Background: an optimization exercise with open tools, aiming at small area. Do not read the settings as production practice.
Only simulation tests tie the RTL to the original design; equivalence was not proved.
No activity file was given, so power comes from the tool's default toggle rates.

==> flow/design.v <==
`timescale 1ns / 1ns
module pll(
    input wire sys_clk ,
    input wire sys_rst_n ,
    output wire vga_en
);
reg clk_25;
always @(posedge sys_clk or negedge sys_rst_n) begin
    if (!sys_rst_n) begin
        clk_25 <= 0;
    end else begin
        clk_25 <= ~clk_25;
    end
end
assign vga_en = ~clk_25;
endmodule
`timescale 1ns / 1ns
module vga_ctrl(
    input  wire        vga_clk,
    input  wire        vga_en,
    input  wire        sys_rst_n,
    output reg  [6:0]  col,
    output reg  [2:0]  slot,
    output reg  [9:0]  v_counter,
    output wire        hsync,
    output wire        vsync
);
wire col_end  = (col == 7'd114);
wire line_end = (slot == 3'd7) && (col == 7'd75);
always @(posedge vga_clk or negedge sys_rst_n) begin
    if (!sys_rst_n) begin
        col  <= 7'd81;
        slot <= 3'd0;
    end else if (vga_en) begin
        if (line_end) begin
            col  <= 7'd81;
            slot <= 3'd0;
        end else if (col_end) begin
            col  <= 7'd0;
            slot <= slot + 1'd1;
        end else begin
            col  <= col + 1'd1;
        end
    end
end
always @(posedge vga_clk or negedge sys_rst_n) begin
    if (!sys_rst_n) begin
        v_counter <= 10'd31;
    end else if (vga_en && line_end) begin
        if (v_counter == 10'd555) v_counter <= 10'd31;
        else                      v_counter <= v_counter + 1'd1;
    end
end
assign hsync = (slot == 3'd0) || ((slot == 3'd1) && (col < 7'd62));
assign vsync = (v_counter < 10'd33);
endmodule
`timescale 1ns / 1ns
module vga_pic(
    input  wire [6:0] col,
    input  wire [2:0] slot,
    input  wire [9:0] v,
    output wire       draw
);
    wire in_band = (v >= 10'd256) && (v < 10'd346);
    wire [6:0] yo = v[6:0];
    wire in_box = (col >= 7'd0) && (col < 7'd90);
    wire side = (col >= 7'd45);
    reg [6:0] fv;    
    always @(*) begin
        case (col[4:0])
            5'd0: fv = 7'd53;
            5'd1: fv = 7'd56;
            5'd2: fv = 7'd59;
            5'd3: fv = 7'd61;
            5'd4: fv = 7'd64;
            5'd5: fv = 7'd67;
            5'd6: fv = 7'd70;
            5'd7: fv = 7'd73;
            5'd8: fv = 7'd75;
            5'd9: fv = 7'd78;
            5'd10: fv = 7'd81;
            5'd11: fv = 7'd84;
            5'd12: fv = 7'd87;
            5'd13: fv = 7'd0;
            5'd14: fv = 7'd2;
            5'd15: fv = 7'd5;
            5'd16: fv = 7'd8;
            5'd17: fv = 7'd11;
            5'd18: fv = 7'd14;
            5'd19: fv = 7'd16;
            5'd20: fv = 7'd19;
            5'd21: fv = 7'd22;
            5'd22: fv = 7'd25;
            5'd23: fv = 7'd28;
            5'd24: fv = 7'd30;
            5'd25: fv = 7'd33;
            5'd26: fv = 7'd36;
            5'd27: fv = 7'd39;
            5'd28: fv = 7'd42;
            5'd29: fv = 7'd45;
            5'd30: fv = 7'd47;
            5'd31: fv = 7'd50;
            default: fv = 7'd0;
        endcase
    end
    wire [7:0] z = side ? (8'd90 - {1'b0, yo}) : {1'b0, yo};
    wire [7:0] d = z + 8'd7 - {1'b0, fv};
    wire band = (d < 8'd15);
    wire draw_m = (col < 7'd17) || (col >= 7'd73) || band;
    wire draw_u = (col < 7'd15) || (col >= 7'd75) || (yo >= 7'd75);
    wire s_l = (col < 7'd15);
    wire s_r = (col >= 7'd76);
    wire draw_s =
        ((yo < 7'd15) && !s_l) ||
        ((yo >= 7'd15) && (yo < 7'd38) && s_l) ||
        ((yo >= 7'd38) && (yo < 7'd45) && !s_r) ||
        ((yo >= 7'd45) && (yo < 7'd53) && !s_l) ||
        ((yo >= 7'd53) && (yo < 7'd76) && s_r) ||
        ((yo >= 7'd76) && !s_r);
    wire draw_t = (yo < 7'd15) || ((col >= 7'd38) && (col < 7'd53));
    reg letter;
    always @(*) begin
        case (slot)
            3'd3: letter = draw_m;
            3'd4: letter = draw_u;
            3'd5: letter = draw_s;
            3'd6: letter = draw_t;
            default: letter = 1'b0;
        endcase
    end
    assign draw = in_band && in_box && letter;
endmodule
`timescale 1ns / 1ns
module vga_colorbar(
input wire sys_clk ,
input wire sys_rst_n ,
output wire hsync ,
output wire vsync ,
output wire [15:0] rgb
);
 wire vga_en;
 wire [6:0] col;
 wire [2:0] slot;
 wire [9:0] v;
 wire draw;
 pll pll_inst (.sys_clk(sys_clk), .sys_rst_n(sys_rst_n), .vga_en(vga_en));
 vga_ctrl vga_ctrl_inst (
 .vga_clk(sys_clk), .vga_en(vga_en), .sys_rst_n(sys_rst_n),
 .col(col), .slot(slot), .v_counter(v), .hsync(hsync), .vsync(vsync));
 vga_pic vga_pic_inst (.col(col), .slot(slot), .v(v), .draw(draw));
 assign rgb = {16{draw}};
endmodule
==> flow/flow/run.sh <==
#!/bin/bash
# Own layout flow: the standard flow (standard.sh), with two changes to synthesis only:
#  - the final ABC mapping uses flow/map.abc (deeper area-oriented optimisation) instead of
#    ORFS's speed script, through the abc override in flow/my_synth.tcl;
#  - Yosys's adder extraction (ADDER_MAP_FILE) is skipped so ABC optimises that logic too.
# Port buffers (one per input and output port, as in the standard flow) use buf_1.
# Registers, their names and cell types are the standard synthesis's.
set -euo pipefail
W=$(pwd)
export MY_ABC_SCRIPT=$W/flow/map.abc
export FLOW_SYNTH_TCL=$W/synth_recipe.tcl
bash standard.sh SYNTH_SCRIPT=$W/flow/my_synth.tcl ADDER_MAP_FILE= "BUFFER_PORTS_ARGS=-buffer_cell sky130_fd_sc_hd__buf_1" finish > $W/flow_make.log 2>&1
==> flow/flow/map.abc <==
strash
&get -n
&deepsyn -T 30
&put
dch
amap
topo
stime -c
==> flow/flow/my_synth.tcl <==
# Standard synthesis (synth_recipe.tcl) with only the final ABC mapping script replaced:
# ORFS calls abc with its speed script and -D set from the SDC; this runs MY_ABC_SCRIPT with
# -D 20000 (ps) and the same liberty, dont_use and constraint arguments.
set my_dir [file dirname [file normalize [info script]]]
proc abc {args} {
  global my_dir
  set a [list]
  set skip 0
  foreach x $args {
    if {$skip} { set skip 0; continue }
    if {$x eq "-script" || $x eq "-D"} { set skip 1; continue }
    lappend a $x
  }
  yosys abc -script $::env(MY_ABC_SCRIPT) -D 20000 {*}$a
}
source $::env(FLOW_SYNTH_TCL)
==> flow/standard.sh <==
#!/bin/bash
# synth_recipe.tcl (not shown) runs the flow's synth.tcl, then flattens the netlist and writes it again
# the make line also repeats each setting of config.mk as NAME=value (left out here)
make -C /OpenROAD-flow-scripts/flow DESIGN_CONFIG=/design/flow/config.mk WORK_HOME=/design/flow/orfs CLKGATE_MAP_FILE= SYNTH_SCRIPT=/design/flow/synth_recipe.tcl "${@:-finish}"
==> flow/config.mk <==
export PLATFORM = sky130hd
export DESIGN_NAME = vga_colorbar
export DESIGN_NICKNAME = vga_colorbar
export VERILOG_FILES = /design/flow/design.v
export SDC_FILE = /design/flow/constraint.sdc
export NUM_CORES = 4
export LEC_CHECK = 0
export CAP_MARGIN = 20
export CORE_MARGIN = 2
export CORE_UTILIZATION = 40
export CTS_BUF_LIST = sky130_fd_sc_hd__clkbuf_4 sky130_fd_sc_hd__clkbuf_8
export PLACE_DENSITY = 0.6
export SLEW_MARGIN = 20
==> flow/constraint.sdc <==
create_clock -name core_clock -period 20.0 [get_ports {sys_clk}]
set_input_delay 4.0000 -clock core_clock [delete_from_list [all_inputs] [get_ports {sys_clk}]]
set_output_delay 4.0000 -clock core_clock [all_outputs]
set_load 0.01 [all_outputs]
==> summary.txt, run 1 <==
Synth
  – EDFF count, synth: 0
  – Synth Area in Adders: 0%
  – Unique masters post-synth: 30
  – Simple-gate share of the synthesized area: 24.8%
  – Avg Cell Area, Syn: 6.60 um2
  – Fraction of registers with async set/reset: 100%
  – Cell with the most instances after synthesis: nor2_1
  – Register area share after synthesis: 30.9%
  – Cell taking the most area after synthesis: dfrtp_1
  – Compound-gate portion of the synthesized area: 28.2%
  – Mux cell area share after synthesis: 0%
  – Top cells by count, synth: 65 x nor2_1, 42 x clkinv_1, 28 x a21oi_1, 19 x o21ai_0, 16 x buf_4
  – Cell count after synthesis: 262
  – Net Count, Synth: 264
  – Largest family of logic cells by synthesized area: compound AO/OA/AOI/OAI gates
  – Main area contributors after synthesis: dfrtp_1 19%, nor2_1 14%, dfstp_2 12%, clkinv_1 9.1%, a21oi_1 8.1%
  – Top FF cell, synth: dfrtp_1
  – Yosys warning total: 3
  – Synth Register Bits: 21
  – Post-Synth XOR/XNOR Area: 0%
  – Post-synth top area share: 18.8%
  – Post-Syn Area: 1730 um2

Global route
  – Met2 usage: 28.7%
  – Largest net degree at the start of global routing: 22
  – M3 GR Usage: 3.78%
  – All-Layer GR Usage: 18.7%
  – Met1 Use GR: 25.2%
  – First-pass GRT wire length: 7470 um
  – GRT overflow: 0
  – GR peak layer: met2
  – Number of global-route vias before repair: 1617
  – Initial antenna violation count: 0

Floorplanning
  – Total I/O pin count: 20
  – Starting density of the core: 42.3%
  – Rows: 23
  – Core Area: 4090 um2
  – Die Y: 69.8 um
  – Die width: 69.8 um
  – Die area: 4870 um2

Placement
  – Placer congestion estimate: 0.904
  – Dpl hpwl: 3330 um
  – I/O Buffers: 19

STA
  – Slew @ Worst Pin: 0.802 ns
  – Final setup fails: 0
  – Final worst-path cycle share: 43.4%
  – Sum of negative setup slack: 0 ns
  – Hold_ws: 0.500 ns
  – Slew headroom: 46.4%
  – Fin. Hold Viols: 0
  – RSZ-0062 raised after global routing: no
  – Final min period: 8.68 ns
  – Fmax: 0.115 GHz
  – Clk_skew: 0.00155 ns
  – Final Slew Violations: 0

Worst hold path
  – Hold Path Stages: 1
  – Hold Startpoint: pll_inst.clk_25$_DFF_PN0_
  – Hold path endpoint: pll_inst.clk_25$_DFF_PN0_
  – Hold Path Class: register to register

Critical path
  – Reg2reg setup slack: 16.61 ns
  – FF-to-FF Start: vga_ctrl_inst.col[3]$_DFFE_PN0N_
  – Arr. time, crit path: 4.68 ns
  – Crit path launch type: register
  – Worst R2R End: vga_ctrl_inst.v_counter[9]$_DFFE_PN0P_
  – Crit path kind: register to output pin
  – CP Capture Type: output pin
  – Reg2reg path depth: 17
  – Required @ worst endpoint: 16.00 ns
  – Worst-path fanout max: 16

CTS
  – Cts hold-fix bufs: 0
  – H-tree levels: 1
  – Resize count post-CTS: 0
  – Reg clk slew, reported paths: 0.08 ns
  – Total CTS buffers: 3
  – Clock root buffer master: clkbuf_8
  – Postcts setup bufs: 0
  – Sink Count: 21
  – Worst-Skew Late Latency: 0.26 ns
  – TritonCTS clock tree: done
  – Clk buf depth: 2

Cells and area
  – Total Nets Final: 273
  – Antenna cells: 0
  – Layout area overhead: 4.99%
  – FILL cells: 444
  – Layout cells sized above 1: 5.19%

Routing
  – DRT Wirelength: 4430 um
  – Via count: 1753
  – DRT iter0 DRCs: 184
  – Routed WL per cell: 13.8 um
  – DRC viols: 0
  – Drt via density: 5.48
  – Length of the first detailed-routing pass in iterations: 5
  – Final ANT Viol Nets: 0

Power and ir drop
  – Leakage: 0.635 nW
  – Tot Pwr: 0.0738 mW
  – Power Density: 40.6 nW/um2
  – Peak VDD IR: 0.0226 mV

Run
  – Maxcap violations: 0

Outcome
  – Outcome: complete, no violations
==> power breakdown <==
group / total (mW) / internal, mW / switching (mW)
sequential: 0.0425 / 0.0425 / 0
combinational: 0.00104 / 0.000175 / 0.000862
clock: 0.0302 / 0.0156 / 0.0147
==> metrics by stage <==
| step | cells | setup WS, ns | util (%) | instance area (um2) |
|---|---|---|---|---|
| 3_3_place_gp | 316 | 11.47 | 43.0 | 1760 |
| 5_1_grt | 320 | 10.71 | 44.5 | 1820 |
| 3_5_place_dp | 316 | 11.38 | 43.0 | 1760 |
| 4_1_cts | 320 | 11.06 | 44.2 | 1810 |
| 2_1_floorplan | 262 | 11.48 | - | 1730 |
| 6_report | 320 | 11.32 | 44.5 | 1820 |
==> critical path: stages (launching register included) <==
cell and delay [ns]:
dfrtp_1 0.50, clkinv_1 0.31, a21oi_1 0.26, o22ai_1 0.11, nand2_1 0.09, nor3_1 0.05
a2111oi_1 0.71, nor2_1 0.11, a31oi_1 0.22, a21oi_1 0.13, a2111oi_0 0.42, a31oi_1 0.12
nor2b_1 0.13, nor3_1 0.05, nor2b_1 0.14, nor2_1 0.11, a311oi_1 0.09, nor4b_4 0.65
buf_1 0.22
==> worst max path at each step <==
stage / from / end / slack (ns) / cells after the start
finish: vga_ctrl_inst.col[2]$_DFFE_PN0N_ / rgb[9] / 11.32 / 18
global route: vga_ctrl_inst.col[2]$_DFFE_PN0N_ / rgb[11] / 10.71 / 18
CTS: vga_ctrl_inst.col[2]$_DFFE_PN0N_ / rgb[9] / 11.06 / 18
detailed placement: vga_ctrl_inst.col[2]$_DFFE_PN0N_ / rgb[9] / 11.38 / 18
global placement: vga_ctrl_inst.col[0]$_DFFE_PN1N_ / rgb[14] / 11.47 / 17
floorplan: vga_ctrl_inst.col[0]$_DFFE_PN1N_ / rgb[0] / 11.48 / 17
==> flip-flops by register name, indices dropped and copies added (netlist names) <==
| name | flops |
|---|---|
| vga_ctrl_inst.v_counter | 10 |
| vga_ctrl_inst.col | 7 |
| vga_ctrl_inst.slot | 3 |
| pll_inst.clk_25 | 1 |
==> cell families (layout without fill, tap and decap cells) <==
group / count (synthesis) / in the layout
compound gates: 81 / 81
buf+inv: 58 / 66
flops: 21 / 21
simple gates: 102 / 102
==> cell usage in the layout, fill, tap and decap left out, drive strengths merged, types with 2 or more instances in the layout <==
| master | instances |
|---|---|
| buf | 20 |
| a2111oi | 3 |
| nand2 | 12 |
| clkbuf | 4 |
| nor2b | 2 |
| nor3 | 15 |
| o22ai | 6 |
| a21oi | 28 |
| nand4 | 2 |
| o21ai | 19 |
| clkinv | 42 |
| a22oi | 4 |
| dfstp | 8 |
| nor4 | 2 |
| a31oi | 5 |
| dfrtp | 13 |
| nor2 | 65 |
| o21a | 4 |
| a211oi | 4 |
==> layer usage <==
metal  routed length, um  vias to the layer above
met4                 133                        0
met1                2030                      777
met3                 213                       13
li1                    -                      906
met5                   0                        -
met2                2050                       57
==> cell type report <==
| cell class | count | area, um2 | share of cell area [%] |
|---|---|---|---|
| multi-input cells | 183 | 933 | 51.4 |
| flip-flops and latches | 21 | 536 | 29.5 |
| inverters | 42 | 158 | 8.68 |
| repair buffers | 20 | 78.8 | 4.34 |
| well taps | 50 | 62.6 | 3.44 |
| clock buffers | 4 | 48.8 | 2.69 |
==> run 2, diff against run 1 <==
--- a/flow/config.mk
+++ b/flow/config.mk
@@ -10,3 +10,3 @@
 export CORE_UTILIZATION = 40
-export CTS_BUF_LIST = sky130_fd_sc_hd__clkbuf_4 sky130_fd_sc_hd__clkbuf_8
+export CTS_BUF_LIST = sky130_fd_sc_hd__clkbuf_4
 export PLACE_DENSITY = 0.6
==> run 2 against run 1 <==
Against the previous run:
- synthesized cell count stayed put
- sequential power hardly changed
- global-route usage hardly changed
- sequential share of layout area is 0.31 points higher
- critical endpoint unchanged
- largest cell class unchanged
- largest power group unchanged
==> summary.txt, run 2 <==
Critical path
  – Crit-path cells: clkinv_1 > a21oi_1 > o22ai_1 > nand2_1 > nor3_1 > a2111oi_1 > nor2_1 > a31oi_1 > a21oi_1 > a2111oi_0 > a31oi_1 > nor2b_1 > nor3_1 > nor2b_1 > nor2_1 > a311oi_1 > nor4b_4 > buf_1 (unchanged)
  – Delay-heaviest family, CP: compound AO/OA/AOI/OAI gates (unchanged)
  – Worst Path Buf+Inv: 2 (unchanged)
  – Arr. time, crit path: 4.76 ns (was 4.68 ns)
  – Critical-path cell with the highest stage delay: a2111oi_1 (unchanged)
  – Crit path kind: register to output pin (unchanged)
  – Worst R2R End: vga_ctrl_inst.v_counter[9]$_DFFE_PN0P_ (unchanged)
  – FF-to-FF Start: vga_ctrl_inst.col[3]$_DFFE_PN0N_ (unchanged)
  – Crit path launch type: register (unchanged)
  – Crit-path max cell delay: 0.72 ns (was 0.71 ns)
  – Worst-path fanout max: 16 (unchanged)
  – Reg2reg path depth: 17 (unchanged)
  – CP Capture Type: output pin (unchanged)
  – Reg2reg setup slack: 16.57 ns (was 16.61 ns)
  – Required @ worst endpoint: 16.00 ns (about the same)

Synth
  – Avg Cell Area, Syn: 6.60 um2 (unchanged)
  – Unique masters post-synth: 30 (unchanged)
  – Register area share after synthesis: 30.9% (unchanged)
  – Main area contributors after synthesis: dfrtp_1 19%, nor2_1 14%, dfstp_2 12%, clkinv_1 9.1%, a21oi_1 8.1% (unchanged)
  – Cell with the most instances after synthesis: nor2_1 (unchanged)
  – Yosys warning total: 3 (unchanged)
  – Top FF cell, synth: dfrtp_1 (unchanged)
  – Cell count after synthesis: 262 (unchanged)
  – Cell taking the most area after synthesis: dfrtp_1 (unchanged)
  – Post-synth top area share: 18.8% (unchanged)
  – Synth Register Bits: 21 (unchanged)
  – Top cells by count, synth: 65 x nor2_1, 42 x clkinv_1, 28 x a21oi_1, 19 x o21ai_0, 16 x buf_4 (unchanged)
  – Post-Syn Area: 1730 um2 (unchanged)
  – Fraction of registers with async set/reset: 100% (unchanged)
  – EDFF count, synth: 0 (unchanged)
  – Net Count, Synth: 264 (unchanged)

STA
  – Slew @ Worst Pin: 0.814 ns (was 0.802 ns)
  – RSZ-0062 raised after global routing: no (unchanged)
  – Hold_ws: 0.510 ns (was 0.500 ns)
  – Slew headroom: 45.6% (was 46.4%)
  – Final Slew Violations: 0 (unchanged)
  – Clk_skew: 0.00112 ns (was 0.00155 ns)
  – Final min period: 8.76 ns (was 8.68 ns)
  – Fmax: 0.114 GHz (was 0.115 GHz)
  – Fin. Hold Viols: 0 (unchanged)
  – PnR worst setup slack: 11.24 ns (was 11.32 ns)
  – Final setup fails: 0 (unchanged)
  – Sum of negative setup slack: 0 ns (unchanged)
  – Final worst-path cycle share: 43.8% (was 43.4%)

CTS
  – Resize count post-CTS: 0 (unchanged)
  – H-tree levels: 1 (unchanged)
  – TritonCTS clock tree: done (unchanged)
  – Total CTS buffers: 3 (unchanged)
  – Cts hold-fix bufs: 0 (unchanged)
  – Sink Count: 21 (unchanged)
  – Worst-Skew Late Latency: 0.31 ns (was 0.26 ns)
  – Clock root buffer master: clkbuf_4 (was clkbuf_8)
  – Reg clk slew, reported paths: 0.12 ns (was 0.08 ns)
  – Clk buf depth: 2 (unchanged)
  – Postcts setup bufs: 0 (unchanged)

Floorplanning
  – Die width: 69.8 um (unchanged)
  – Starting density of the core: 42.3% (unchanged)
  – Core Area: 4090 um2 (unchanged)
  – Rows: 23 (unchanged)
  – Total I/O pin count: 20 (unchanged)
  – Die area: 4870 um2 (unchanged)
  – Die Y: 69.8 um (unchanged)

Routing
  – Length of the first detailed-routing pass in iterations: 5 (unchanged)
  – DRT Wirelength: 4420 um (was 4430 um)
  – DRT iter0 DRCs: 179 (was 184)
  – Via count: 1775 (was 1753)
  – Final ANT Viol Nets: 0 (unchanged)
  – Drt via density: 5.55 (was 5.48)
  – DRC viols: 0 (unchanged)
  – Routed WL per cell: 13.8 um (about the same)

Global route
  – Largest net degree at the start of global routing: 22 (unchanged)
  – Number of global-route vias before repair: 1616 (was 1617)
  – First-pass GRT wire length: 7470 um (about the same)
  – All-Layer GR Usage: 18.7% (about the same)
  – GRT overflow: 0 (unchanged)
  – Initial antenna violation count: 0 (unchanged)

Outcome
  – Outcome: complete, no violations (unchanged)

Worst hold path
  – Hold path endpoint: pll_inst.clk_25$_DFF_PN0_ (unchanged)
  – Hold Path Stages: 1 (unchanged)
  – Hold Startpoint: pll_inst.clk_25$_DFF_PN0_ (unchanged)
  – Hold Path Class: register to register (unchanged)

Run
  – Maxcap violations: 0 (unchanged)

Placement
  – Dpl hpwl: 3330 um (unchanged)
  – I/O Buffers: 19 (unchanged)
  – Cell Area, Placed: 1760 um2 (unchanged)
  – Placer congestion estimate: 0.904 (unchanged)
  – Pre-CTS WS: 11.38 ns (unchanged)

Cells and area
  – FILL cells: 446 (was 444)
  – Layout cells sized above 1: 5.19% (unchanged)
  – Layout area overhead: 3.90% (was 4.99%)
  – Total Nets Final: 273 (unchanged)
  – Highest-count cells in the layout ignoring fill and taps: 65 x nor2_1, 42 x clkinv_1, 28 x a21oi_1, 19 x o21ai_0, 19 x buf_1 (unchanged)
  – Final Instance Area: 1800 um2 (was 1820 um2)
  – Number of flip-flops in the largest register: 10 (unchanged)
  – Largest regs: vga_ctrl_inst.v_counter: 10 flops, vga_ctrl_inst.col: 7 flops, vga_ctrl_inst.slot: 3 flops (unchanged)
  – Commonest non-fill, non-tap cell in the layout: nor2_1 (unchanged)
  – Largest register by flop count: vga_ctrl_inst.v_counter (unchanged)
  – Final Util: 44.0% (was 44.5%)
  – Antenna cells: 0 (unchanged)

Power and ir drop
  – Psw: 0.0150 mW (was 0.0155 mW)
  – Power Density: 37.2 nW/um2 (was 40.6 nW/um2)
  – Sequential Power Share: 63.6% (was 57.6%)
  – Comb pwr share: 1.6% (was 1.4%)
  – Leakage: 0.627 nW (was 0.635 nW)
  – Pint: 0.0519 mW (was 0.0583 mW)
  – Peak VDD IR: 0.0230 mV (was 0.0226 mV)
  – Sw frac: 22.4% (was 21.0%)
  – Clock share of power: 34.8% (was 41.0%)
run 2: cell count changes in the layout (fill, tap and decap cells not counted):
cell      change
clkbuf_8      -3
clkbuf_4      +3
run 2: cell families after synthesis:
logic type / count (synthesis) / synth area share, %
AND/OR/NAND/NOR: 102 / 24.8
AO/OA/AOI/OAI: 81 / 28.2
buffers and inverters: 58 / 16.1
flip-flops: 21 / 30.9
run 2: through the flow:
stage | power (mW) | cells
floorplan | 0.0433 | 262
global placement | 0.0444 | 316
detailed placement | 0.0444 | 316
CTS | 0.0672 | 320
global route | 0.0694 | 320
finish | 0.0669 | 320
run 2: worst max path at each step:
stage,from,depth (start not counted),slack (ns),endpoint
4_1_cts,vga_ctrl_inst.col[2]$_DFFE_PN0N_,18,10.99,rgb[9]
5_1_grt,vga_ctrl_inst.col[2]$_DFFE_PN0N_,18,10.64,rgb[11]
2_1_floorplan,vga_ctrl_inst.col[0]$_DFFE_PN1N_,17,11.48,rgb[0]
3_3_place_gp,vga_ctrl_inst.col[0]$_DFFE_PN1N_,17,11.47,rgb[14]
3_5_place_dp,vga_ctrl_inst.col[2]$_DFFE_PN0N_,18,11.38,rgb[9]
6_report,vga_ctrl_inst.col[2]$_DFFE_PN0N_,18,11.24,rgb[9]
run 2: area by class of cell:
class | instances | area, um2 | share of cell area, %
Sequential cell | 21 | 536 | 29.8
Tap cell | 50 | 62.6 | 3.48
Inverter | 42 | 158 | 8.77
Clock buffer | 4 | 30.0 | 1.67
Timing Repair Buffer | 20 | 78.8 | 4.38
Multi-Input combinational cell | 183 | 933 | 51.9
run 2: worst reg2reg max path: stages (launching register included):
cell and delay [ns]:
dfrtp_1 0.49, clkinv_1 0.24, nor2_1 0.25, and3_1 0.18, nand4_1 0.15, nor2_1 0.22
clkinv_1 0.12, nor2_1 0.14, clkinv_1 0.12, nor2_1 0.15, clkinv_1 0.12, nor2_1 0.18
nand2_1 0.10, nor2_1 0.19, nand2_1 0.13, nor3_1 0.32, or2_0 0.16, a21oi_1 0.06
run 2: power groups by stage:
stage / Sequential (mW) / Clock [mW] / Combinational [mW]
2_1_floorplan: 0.0433 / 0 / 0.000000405
3_3_place_gp: 0.0433 / 0 / 0.00112
3_5_place_dp: 0.0433 / 0 / 0.00111
4_1_cts: 0.0425 / 0.0236 / 0.00112
5_1_grt: 0.0426 / 0.0256 / 0.00132
6_report: 0.0425 / 0.0233 / 0.00104
run 2: routing by layer:
metal | share of wire [%] | up-vias | wire length [um] | GRT usage (%)
met1 | 45 | 780 | 1980 | 25.2
met5 | 0 | - | 0 | 0
met2 | 45 | 65 | 2000 | 28.6
met3 | 6.2 | 21 | 275 | 3.78
li1 | - | 909 | - | -
met4 | 3.7 | 0 | 165 | 8.76
==> run 3, diff against run 2 <==
--- a/flow/config.mk
+++ b/flow/config.mk
@@ -10,3 +10,5 @@
 export CORE_UTILIZATION = 40
-export CTS_BUF_LIST = sky130_fd_sc_hd__clkbuf_4
+export CTS_BUF_LIST = sky130_fd_sc_hd__clkbuf_8
+export CTS_CLUSTER_DIAMETER = 200
+export CTS_CLUSTER_SIZE = 30
 export PLACE_DENSITY = 0.6
==> run 3 against run 2 <==
Against the previous run:
- still clean
- critical path depth stayed put
- non-clock buffer count stayed put
- register-to-register slack better by 0.02 ns
- critical path type unchanged
- combinational power hardly changed
- critical endpoint unchanged
- worst hold slack worse by 0.010 ns
==> summary.txt, run 3 <==
Routing
  – DRC viols: 0 (unchanged)
  – Length of the first detailed-routing pass in iterations: 5 (unchanged)
  – Via count: 1778 (was 1775)
  – Routed WL per cell: 13.9 um (was 13.8 um)
  – DRT iter0 DRCs: 184 (was 179)
  – Final ANT Viol Nets: 0 (unchanged)
  – DRT Wirelength: 4450 um (was 4420 um)
  – Drt via density: 5.56 (was 5.55)

Synth
  – Yosys warning total: 3 (unchanged)
  – Top FF cell, synth: dfrtp_1 (unchanged)
  – Post-Syn Area: 1730 um2 (unchanged)
  – Net Count, Synth: 264 (unchanged)
  – EDFF count, synth: 0 (unchanged)
  – Synth Register Bits: 21 (unchanged)
  – Main area contributors after synthesis: dfrtp_1 19%, nor2_1 14%, dfstp_2 12%, clkinv_1 9.1%, a21oi_1 8.1% (unchanged)
  – Compound-gate portion of the synthesized area: 28.2% (unchanged)
  – Cell count after synthesis: 262 (unchanged)
  – Avg Cell Area, Syn: 6.60 um2 (unchanged)
  – Top cells by count, synth: 65 x nor2_1, 42 x clkinv_1, 28 x a21oi_1, 19 x o21ai_0, 16 x buf_4 (unchanged)
  – Unique masters post-synth: 30 (unchanged)
  – Mux cell area share after synthesis: 0% (unchanged)
  – Post-synth top area share: 18.8% (unchanged)
  – Synth Area in Adders: 0% (unchanged)
  – Register area share after synthesis: 30.9% (unchanged)
  – Cell taking the most area after synthesis: dfrtp_1 (unchanged)
  – Fraction of registers with async set/reset: 100% (unchanged)
  – Post-Synth XOR/XNOR Area: 0% (unchanged)
  – Simple-gate share of the synthesized area: 24.8% (unchanged)
  – Cell with the most instances after synthesis: nor2_1 (unchanged)
  – Largest family of logic cells by synthesized area: compound AO/OA/AOI/OAI gates (unchanged)

Power and ir drop
  – Power Density: 39.7 nW/um2 (was 37.2 nW/um2)
  – Clock share of power: 39.5% (was 34.8%)
  – Psw: 0.0155 mW (was 0.0150 mW)
  – Sequential Power Share: 59.1% (was 63.6%)
  – Sw frac: 21.6% (was 22.4%)
  – Leakage: 0.636 nW (was 0.627 nW)
  – Pint: 0.0564 mW (was 0.0519 mW)
  – Comb pwr share: 1.4% (was 1.6%)
  – Peak VDD IR: 0.0226 mV (was 0.0230 mV)

Placement
  – I/O Buffers: 19 (unchanged)
  – Pre-CTS WS: 11.38 ns (unchanged)
  – Placer congestion estimate: 0.904 (unchanged)
  – Cell Area, Placed: 1760 um2 (unchanged)
  – Dpl hpwl: 3330 um (unchanged)

Outcome
  – Outcome: complete, no violations (unchanged)

Critical path
  – Critical-path cell with the highest stage delay: a2111oi_1 (unchanged)
  – Crit path launch type: register (unchanged)
  – Crit path kind: register to output pin (unchanged)
  – CP Capture Type: output pin (unchanged)
  – Required @ worst endpoint: 16.00 ns (about the same)
  – Worst-path fanout max: 16 (unchanged)
  – Crit-path max cell delay: 0.75 ns (was 0.72 ns)
  – Crit-path cells: clkinv_1 > a21oi_1 > o22ai_1 > nand2_1 > nor3_1 > a2111oi_1 > nor2_1 > a31oi_1 > a21oi_1 > a2111oi_0 > a31oi_1 > nor2b_1 > nor3_1 > nor2b_1 > nor2_1 > a311oi_1 > nor4b_4 > buf_1 (unchanged)
  – Worst R2R End: vga_ctrl_inst.v_counter[9]$_DFFE_PN0P_ (unchanged)
  – Reg2reg setup slack: 16.59 ns (was 16.57 ns)
  – Arr. time, crit path: 4.75 ns (was 4.76 ns)
  – Reg2reg path depth: 17 (unchanged)
  – FF-to-FF Start: vga_ctrl_inst.col[3]$_DFFE_PN0N_ (unchanged)

STA
  – Final setup fails: 0 (unchanged)
  – RSZ-0062 raised after global routing: no (unchanged)
  – Final min period: 8.75 ns (was 8.76 ns)
  – Fin. Hold Viols: 0 (unchanged)
  – Clk_skew: 0.00183 ns (was 0.00112 ns)
  – Slew headroom: 42.5% (was 45.6%)
  – Hold_ws: 0.500 ns (was 0.510 ns)
  – Sum of negative setup slack: 0 ns (unchanged)
  – PnR worst setup slack: 11.25 ns (was 11.24 ns)
  – Final worst-path cycle share: 43.8% (about the same)
  – Fmax: 0.114 GHz (about the same)
  – Final Slew Violations: 0 (unchanged)
  – Slew @ Worst Pin: 0.860 ns (was 0.814 ns)

Cells and area
  – Number of flip-flops in the largest register: 10 (unchanged)
  – Antenna cells: 0 (unchanged)
  – Multi-input logic area: 933 um2 (unchanged)
  – Layout area overhead: 4.77% (was 3.90%)
  – Total Nets Final: 273 (unchanged)
  – FILL cells: 446 (unchanged)
  – Commonest non-fill, non-tap cell in the layout: nor2_1 (unchanged)
  – Largest register by flop count: vga_ctrl_inst.v_counter (unchanged)
  – Final Instance Area: 1810 um2 (was 1800 um2)
  – Final Util: 44.4% (was 44.0%)
  – Largest regs: vga_ctrl_inst.v_counter: 10 flops, vga_ctrl_inst.col: 7 flops, vga_ctrl_inst.slot: 3 flops (unchanged)
  – Seq. cell area: 536 um2 (unchanged)
  – Highest-count cells in the layout ignoring fill and taps: 65 x nor2_1, 42 x clkinv_1, 28 x a21oi_1, 19 x o21ai_0, 19 x buf_1 (unchanged)
  – Layout cells sized above 1: 4.81% (was 5.19%)

Floorplanning
  – Die area: 4870 um2 (unchanged)
  – Core Area: 4090 um2 (unchanged)
  – Rows: 23 (unchanged)
  – Starting density of the core: 42.3% (unchanged)
  – Total I/O pin count: 20 (unchanged)
  – Die width: 69.8 um (unchanged)
  – Die Y: 69.8 um (unchanged)

Worst hold path
  – Hold path endpoint: pll_inst.clk_25$_DFF_PN0_ (unchanged)
  – Hold Startpoint: pll_inst.clk_25$_DFF_PN0_ (unchanged)
  – Hold Path Stages: 1 (unchanged)
  – Hold Path Class: register to register (unchanged)

Global route
  – Number of global-route vias before repair: 1617 (was 1616)
  – All-Layer GR Usage: 18.7% (about the same)
  – Largest net degree at the start of global routing: 22 (unchanged)
  – First-pass GRT wire length: 7470 um (about the same)
  – GRT overflow: 0 (unchanged)
  – Initial antenna violation count: 0 (unchanged)

CTS
  – H-tree levels: 1 (unchanged)
  – Resize count post-CTS: 0 (unchanged)
  – Sink Count: 21 (unchanged)
  – Cts hold-fix bufs: 0 (unchanged)
  – Worst-Skew Late Latency: 0.26 ns (was 0.31 ns)
  – Reg clk slew, reported paths: 0.08 ns (was 0.12 ns)
  – Postcts setup bufs: 0 (unchanged)
  – Total CTS buffers: 3 (unchanged)
  – Clk buf depth: 2 (unchanged)
  – Clock root buffer master: clkbuf_8 (was clkbuf_4)
  – TritonCTS clock tree: done (unchanged)

Run
  – Maxcap violations: 0 (unchanged)
## run 3: cell types whose count changed in the layout (fill, tap and decap cells not counted), sizes merged
cell	delta
inv	+1
clkbuf	-1
## run 3: worst max-delay path by stage
stage | slack (ns) | depth (start not counted) | end | startpoint
3_5_place_dp | 11.38 | 18 | rgb[9] | vga_ctrl_inst.col[2]$_DFFE_PN0N_
2_1_floorplan | 11.48 | 17 | rgb[0] | vga_ctrl_inst.col[0]$_DFFE_PN1N_
3_3_place_gp | 11.47 | 17 | rgb[14] | vga_ctrl_inst.col[0]$_DFFE_PN1N_
5_1_grt | 10.71 | 18 | rgb[11] | vga_ctrl_inst.col[2]$_DFFE_PN0N_
4_1_cts | 11.06 | 18 | rgb[9] | vga_ctrl_inst.col[2]$_DFFE_PN0N_
6_report | 11.25 | 18 | rgb[9] | vga_ctrl_inst.col[2]$_DFFE_PN0N_
## run 3: worst max-delay path: cells and delay by family, from the launching register on
kind	cells	cell delay, ns
AO/OA/AOI/OAI	8	2.12
buffers and inverters	2	0.53
flip-flops	1	0.50
AND/OR/NAND/NOR	8	1.33
## run 3: metal layers
layer	track usage, %	vias to the layer above	wire (um)
met5	0	-	0
met4	8.76	0	135
met3	3.78	17	247
met2	28.7	70	2050
met1	25.2	785	2020
li1	-	906	-
## run 3: stage by stage
stage / cells / power [mW]
final: 320 / 0.0719
after detailed placement: 316 / 0.0444
after global routing: 320 / 0.0748
after global placement: 316 / 0.0444
after CTS: 320 / 0.0726
after floorplan: 262 / 0.0433
## run 3: power groups by stage
stage	logic [mW]	clock network, mW	registers (mW)
detailed placement	0.00111	0	0.0433
finish	0.00104	0.0284	0.0425
CTS	0.00112	0.0289	0.0425
global route	0.00132	0.0310	0.0425
global placement	0.00112	0	0.0433
floorplan	0.000000405	0	0.0433
## run 3: final cells by class
class	instances	area share (%)
sequential	21	29.5
inverter	42	8.70
tap	50	3.45
clock buffer	3	2.28
multi-input combinational	183	51.5
timing repair buffer	20	4.35
clock inverter	1	0.207
## run 3: kinds of logic after synthesis
logic type	Yosys count
AO/OA/AOI/OAI	81
buffers and inverters	58
flip-flops	21
AND/OR/NAND/NOR	102

[re-timing with driven ports]
No port has a modelled driver above. Below, the same layouts with a new extraction and two added sets of constraints.
Step 1: set_driving_cell puts a clkbuf_16 on sys_clk and a buf_2 on each other input, an assumption about the parent block.
Step 2 also shifts input and output timing later by t, the mid clock arrival at the registers, as if the neighbouring blocks saw the same clock.
Three values: ideal, step 1, step 2; two values: the first two.
run | t, ns | setup WS [ns] | worst register clock-pin slew, ns | pins driven straight from the clock port
run 1 | 0.291 | 11.319 / 11.291 / 11.582 | 0.08 / 0.08 | 1
run 2 | 0.342 | 11.245 / 11.217 / 11.559 | 0.12 / 0.12 | 1
run 3 | 0.292 | 11.249 / 11.221 / 11.513 | 0.08 / 0.08 | 1
After both steps setup and hold are still met in every run listed.
